Source: an optimization exercise on an open RTL-to-GDS flow (aim: small area). Production flows keep margins and buffers that such runs may drop.
Function was checked by simulation only, so behaviour that the tests miss may differ from the original.
Power and IR drop assume default switching activity.

==> inputs of job 7734 <==
## Top
module Top(
    input var logic clk,
    input var logic rst,
    output var logic [3:0] vga_red,
    output var logic [3:0] vga_grn,
    output var logic [3:0] vga_blu,
    output var logic hsync,
    output var logic vsync,
    input var logic raw_up,
    input var logic raw_down,
    input var logic raw_left,
    input var logic raw_right,
    input var logic raw_center,
    output var logic [15:0] led
);
Settings: LEC_CHECK=0, ABC_AREA=1, CAP_MARGIN=20, CORE_MARGIN=2, CORE_UTILIZATION=40, SLEW_MARGIN=20; clock period 10.0 ns.
run.sh (not shown) runs the stock make flow with config.mk's settings and CLKGATE_MAP_FILE= SYNTH_SCRIPT=/design/flow/synth_recipe.tcl, a recipe that flattens the netlist after the stock synthesis.
==> job 8786 (differences from job 7734) <==
--- a/flow/design.v
+++ b/flow/design.v
@@ -9,27 +9,21 @@
 module Debounce(
     input var logic clk,
     input var logic rst,
     input var logic in,
     output var logic out
 );
-    logic [5:0] cnt;
-    logic lvl;
-    logic change, z, fb, sat, clr;
-    assign change = in ^ lvl;
-    assign z = ~(|cnt[4:0]);
-    assign fb = cnt[5] ^ cnt[4] ^ z;
-    assign sat = cnt[5] & z;
-    assign clr = rst | change;
+    logic [5:0] d;
+    logic z, flip, a;
+    assign z = ~(|d[4:0]);
+    assign flip = d[5] & z;
+    assign a = ~rst & (in ^ out ^ flip);
     always_ff @(posedge clk) begin
-        lvl <= in;
-        cnt[0] <= ~rst & (change | fb);
-        cnt[4:1] <= clr ? 4'b0 : cnt[3:0];
-        cnt[5] <= ~clr & (cnt[4] | sat);
-        if (rst) out <= 1'b0;
-        else if (sat) out <= lvl;
+        d[0] <= a & (z | (d[5] ^ d[4]));
+        d[5:1] <= {5{a}} & d[4:0];
+        out <= ~rst & (out ^ flip);
     end
 endmodule
 `timescale 1ns/1ps
 `default_nettype none
 module Button(
     input var logic clk,
@@ -154,14 +148,14 @@
     input var logic [11:0] hc,
     input var logic [9:0] lc,
     output var logic [3:0] vga_red,
     output var logic [3:0] vga_grn,
     output var logic [3:0] vga_blu,
     input var logic [35:0][1:0] bw,
-    input var logic [2:0] cr,
-    input var logic [2:0] cc
+    input var logic [5:0] rs,
+    input var logic [5:0] cs
 );
     logic [9:0] px;
     assign px = hc[11:2];
     logic visible;
     assign visible = ~(px[9] & (px[8] | px[7])) & ~(lc[9] | (&lc[8:4]));
     logic on_board;
@@ -179,13 +173,13 @@
         cellv = 2'b00;
         for (int r = 0; r < 6; r++)
             for (int c = 0; c < 6; c++)
                 cellv = cellv | ({2{vr[r] & vcol[c]}} & bw[6 * r + c]);
     end
     logic selected;
-    assign selected = (cr == lc[8:6]) & (cc == px[8:6]);
+    assign selected = (|(rs & vr)) & (|(cs & vcol));
     logic [11:0] cell_rgb;
     CellPixelLut cell_pixel_lut(
         .local_v(lc[5:0]), .local_h(px[5:0]),
         .black(cellv[0]), .white(cellv[1]),
         .cell_selected(selected), .cell_rgb
     );
@@ -248,21 +242,20 @@
     input var logic clk,
     input var logic rst,
     output var logic [35:0][1:0] bw,
     output var logic pw,
     output var logic [2:0] cr,
     output var logic [2:0] cc,
+    output var logic [5:0] rs,
+    output var logic [5:0] cs,
     input var logic up, down, left, right, center
 );
-    logic [5:0] rs, cs;
-    always_comb begin
-        for (int k = 0; k < 6; k++) begin
-            rs[k] = (cr == 3'(k + 1));
-            cs[k] = (cc == 3'(k + 2));
-        end
-    end
+    assign rs = {cr[2] & ~cr[1], cr[1] & ~cr[0], cr[2] & cr[0],
+                 ~cr[2] & cr[1], ~cr[1] & cr[0], ~cr[2] & ~cr[0]};
+    assign cs = {cc[2] & ~cc[1], cc[1] & ~cc[0], cc[2] & cc[0],
+                 ~cc[2] & cc[1], ~cc[1] & cc[0], ~cc[2] & ~cc[0]};
     logic occ;
     always_comb begin
         occ = 1'b0;
         for (int r = 0; r < 6; r++)
             for (int c = 0; c < 6; c++)
                 occ = occ | (rs[r] & cs[c] & (bw[6 * r + c][0] | bw[6 * r + c][1]));
@@ -283,50 +276,36 @@
                 bw[6 * r + c][0] <= (bw[6 * r + c][0] & ~rst) | (xb[r] & ycol[c]);
                 bw[6 * r + c][1] <= (bw[6 * r + c][1] & ~rst) | (xw[r] & ycol[c]);
             end
         if (rst) pw <= 1'b0;
         else if (place) pw <= ~pw;
     end
-    logic [2:0] cr_dec, cr_inc, cc_dec, cc_inc;
-    always_comb begin
-        case (cr)
-            3'd2: begin cr_dec = 3'd1; cr_inc = 3'd3; end
-            3'd3: begin cr_dec = 3'd2; cr_inc = 3'd4; end
-            3'd4: begin cr_dec = 3'd3; cr_inc = 3'd5; end
-            3'd5: begin cr_dec = 3'd4; cr_inc = 3'd6; end
-            3'd6: begin cr_dec = 3'd5; cr_inc = 3'bx; end
-            default: begin cr_dec = 3'bx; cr_inc = 3'd2; end
-        endcase
-        case (cc)
-            3'd3: begin cc_dec = 3'd2; cc_inc = 3'd4; end
-            3'd4: begin cc_dec = 3'd3; cc_inc = 3'd5; end
-            3'd5: begin cc_dec = 3'd4; cc_inc = 3'd6; end
-            3'd6: begin cc_dec = 3'd5; cc_inc = 3'd7; end
-            3'd7: begin cc_dec = 3'd6; cc_inc = 3'bx; end
-            default: begin cc_dec = 3'bx; cc_inc = 3'd3; end
-        endcase
-    end
     logic c_lo, c_hi, r_lo, r_hi;
-    assign c_lo = (cc == 3'd2);
-    assign c_hi = (cc == 3'd7);
-    assign r_lo = (cr == 3'd1);
-    assign r_hi = (cr == 3'd6);
+    assign c_lo = cs[0];
+    assign c_hi = cs[5];
+    assign r_lo = rs[0];
+    assign r_hi = rs[5];
+    logic [2:0] cr_dec, cr_inc, cc_dec, cc_inc;
+    assign cr_inc = {cr[1], cr[0], ~cr[2]};
+    assign cr_dec = {~cr[0], cr[2], cr[1]};
+    assign cc_inc = {cc[1], cc[0], ~cc[2]};
+    assign cc_dec = {~cc[0], cc[2], cc[1]};
     always_ff @(posedge clk) begin
         if (rst) begin
-            cr <= 3'd1;
-            cc <= 3'd2;
+            cr <= 3'b000;
+            cc <= 3'b000;
         end else if (left) begin
             if (~c_lo) cc <= cc_dec;
             else if (~r_lo) begin
-                cc <= 3'd7;
+                cc <= 3'b100;
                 cr <= cr_dec;
             end
         end else if (right) begin
             if (~c_hi) cc <= cc_inc;
             else if (~r_hi) begin
-                cc <= 3'd2;
+                cc <= 3'b000;
                 cr <= cr_inc;
             end
         end else if (up) begin
             if (~r_lo) cr <= cr_dec;
         end else if (down) begin
             if (~r_hi) cr <= cr_inc;
@@ -352,27 +331,28 @@
 );
     logic [11:0] hc;
     logic [9:0] lc;
     logic [35:0][1:0] bw;
     logic pw;
     logic [2:0] cr, cc;
+    logic [5:0] rs, cs;
     logic [1:0] status;
     logic up, down, left, right, center;
     Button btn_up(.clk, .rst, .in(raw_up), .out(up));
     Button btn_down(.clk, .rst, .in(raw_down), .out(down));
     Button btn_left(.clk, .rst, .in(raw_left), .out(left));
     Button btn_right(.clk, .rst, .in(raw_right), .out(right));
     Button btn_center(.clk, .rst, .in(raw_center), .out(center));
     assign led[15:2] = 14'b0;
     assign led[1:0] = status;
     GameFsm game_fsm(
-        .clk, .rst, .bw, .pw, .cr, .cc,
+        .clk, .rst, .bw, .pw, .cr, .cc, .rs, .cs,
         .up, .down, .left, .right, .center
     );
     GameStatusGen game_status_gen(.bw, .status);
     VgaPixelGen vga_pixel_gen(
-        .hc, .lc, .vga_red, .vga_grn, .vga_blu, .bw, .cr, .cc
+        .hc, .lc, .vga_red, .vga_grn, .vga_blu, .bw, .rs, .cs
     );
     VgaCtrl vga_ctrl(
         .clk, .reset(rst), .hsync, .vsync, .hc, .lc
     );
 endmodule
==> flow/flow/run.sh (new file) <==
#!/bin/bash
# Layout flow: the standard flow (standard.sh) with three changes.
#  1. Synthesis runs ORFS's own synthesis script unchanged, but with a copy of
#     ORFS's scripts folder whose ABC area script (abc_area.script, selected by
#     ABC_AREA 1) is replaced by flow/abc_area.script: repeated choice
#     computation and area-oriented mapping. Registers are mapped before ABC
#     runs. The standard synthesis is also run on its own, and if the two
#     netlists' registers (instance name, cell type, output net) differ, the
#     standard synthesis is used instead.
#  2. CTS uses clkbuf_8 buffers only and no dummy loads.
#  3. Port buffers are buf_1 cells.
# Each tool's output goes to a log file in this folder.
set -euo pipefail
W=$PWD
RES=orfs/results/$FLOW_PLATFORM/Top/base

# the standard synthesis, in a folder of its own
sed -e "s|WORK_HOME=[^ ]*|WORK_HOME=$W/refsyn|" standard.sh > refsyn.sh
bash refsyn.sh synth > "$W/refsyn.log" 2>&1

# the synthesis with the replaced ABC script
rm -rf "$W/scripts_abc"
cp -r "$FLOW_HOME/scripts" "$W/scripts_abc"
cp "$W/flow/abc_area.script" "$W/scripts_abc/abc_area.script"
SCRIPTS_DIR="$W/scripts_abc" bash standard.sh synth > "$W/synth.log" 2>&1

regs() {
  python3 - "$1" <<'PY'
import re, sys
text = open(sys.argv[1]).read()
out = []
for m in re.finditer(r'^\s*(sky130_fd_sc_hd__(?:df|ed|sdf|dl)\w*)\s+(\S+)\s*\((.*?)\);', text, re.M | re.S):
    q = re.search(r'\.Q\(([^)]*)\)', m.group(3))
    out.append((m.group(2), re.sub(r'_\d+$', '', m.group(1)), q.group(1).strip() if q else ''))
for r in sorted(out):
    print(*r)
PY
}
regs "$W/refsyn/results/$FLOW_PLATFORM/Top/base/1_2_yosys.v" > regs_ref.txt
regs "$W/$RES/1_2_yosys.v" > regs_new.txt
if ! cmp -s regs_ref.txt regs_new.txt; then
  echo "registers differ from the standard synthesis; using it" >> "$W/synth.log"
  rm -rf orfs
  bash standard.sh synth > "$W/synth2.log" 2>&1
fi

export CTS_ARGS="-sink_clustering_enable -repair_clock_nets -buf_list sky130_fd_sc_hd__clkbuf_8 -dont_use_dummy_load"
export BUFFER_PORTS_ARGS="-buffer_cell sky130_fd_sc_hd__buf_1"
bash standard.sh > "$W/layout.log" 2>&1
==> flow/flow/abc_area.script (new file) <==
strash
dch -f
map -a
strash
dch -f
map -a
strash
dch -f
map -a
topo
dnsize -c
==> flow/standard.sh (new file) <==
#!/bin/bash
# synth_recipe.tcl (not shown) runs the flow's synth.tcl, then flattens the netlist and writes it again
# the make line also repeats each setting of config.mk as NAME=value (left out here)
make -C /OpenROAD-flow-scripts/flow DESIGN_CONFIG=/design/flow/config.mk WORK_HOME=/design/flow/orfs CLKGATE_MAP_FILE= SYNTH_SCRIPT=/design/flow/synth_recipe.tcl "${@:-finish}"
removed: flow/run.sh
==> job 8756 (differences from job 7734) <==
- ABC_AREA: 1 -> default
==> comparison table <==
Total core area: job 8756 20,400 um2; job 8786 17,400 um2; job 7734 20,200 um2
Plain + repair buffers: job 8756 26; job 8786 30; job 7734 29
Area grow syn2layout: job 8756 9.55%; job 8786 8.03%; job 7734 10.6%
Row count: job 8756 52; job 8786 48; job 7734 52
Number of violations reported at the end of detailed-routing iteration 0: job 8756 949; job 8786 861; job 7734 827
Fmax: job 8756 172 MHz; job 8786 178 MHz; job 7734 188 MHz
Placed cell count: job 8756 1,235; job 8786 1,185; job 7734 1,447
Met1 layer wirelength in the final routing: job 8756 10,800 um; job 8786 10,200 um; job 7734 11,300 um
Taps Inserted: job 8756 270; job 8786 225; job 7734 270
Post-synth cell types: job 8756 67; job 8786 34; job 7734 47
Worst-path cell with the longest stage delay: job 8756 sky130_fd_sc_hd__dfxtp_1; job 8786 sky130_fd_sc_hd__nor3_1; job 7734 sky130_fd_sc_hd__nor2_1
Reg-to-reg critical path startpoint: job 8756 game_fsm.cc[0]; job 8786 game_fsm.cc[2]; job 7734 vga_ctrl.hc[10]
Post-Synthesis Cells: job 8756 1,009; job 8786 935; job 7734 1,202
Final-stage net count: job 8756 1,013; job 8786 1,008; job 7734 1,225
Y dimension of the die: job 8756 149 um; job 8786 138 um; job 7734 147 um
Result of the run: job 8756 timing/DRC/antenna clean; job 8786 timing/DRC/antenna clean; job 7734 timing/DRC/antenna clean
Die footprint: job 8756 22,100 um2; job 8786 18,900 um2; job 7734 21,600 um2
Final WS setup: job 8756 4.20 ns; job 8786 4.40 ns; job 7734 4.69 ns
Endpoint of the worst hold path: job 8756 btn_left.out_delay; job 8786 btn_right.out_delay; job 7734 btn_right.out_delay
Power dissipated in the clock network: job 8756 0.669 mW; job 8786 0.343 mW; job 7734 0.626 mW
DP Area: job 8756 8560 um2; job 8786 7470 um2; job 7734 8490 um2
Power Internal: job 8756 1.01 mW; job 8786 0.744 mW; job 7734 0.955 mW
Slowest stage delay, CP: job 8756 0.88 ns; job 8786 0.68 ns; job 7734 0.72 ns
Power per standard cell area: job 8756 146 nW/um2; job 8786 125 nW/um2; job 7734 142 nW/um2
Post-synthesis mux area share: job 8756 3.88%; job 8786 0%; job 7734 0%

what the ideal ports hide:
In the flow no input, the clock included, has a driving cell. The finished layouts below were timed again as built, in two steps.
Step 1 assumes that a clkbuf_16 drives the clock port and a buf_2 every other input.
Step 2 moves the port delays by t, midway between the first and last clock arrival at a register: inputs arrive t later, outputs are due t later. That takes back most of the time a late clock gives input paths.
a / b / c = no drivers / after step 1 / after step 2; a / b = the first two.
run | t (ns) | setup WS [ns] | worst hold slack (ns) | latest minus earliest clock arrival (ns) | pins driven straight from the clock port
job 7734 | 0.469 | 4.691 / 4.646 / 5.115 | 0.350 / 0.350 / 0.350 | 0.018 / 0.018 | 1
job 8786 | 0.479 | 4.396 / 4.356 / 4.834 | 0.382 / 0.382 / 0.382 | 0.025 / 0.025 | 1
job 8756 | 0.475 | 4.195 / 4.149 / 4.624 | 0.363 / 0.363 / 0.363 | 0.008 / 0.008 | 1
After both steps setup and hold are still met in every run listed.
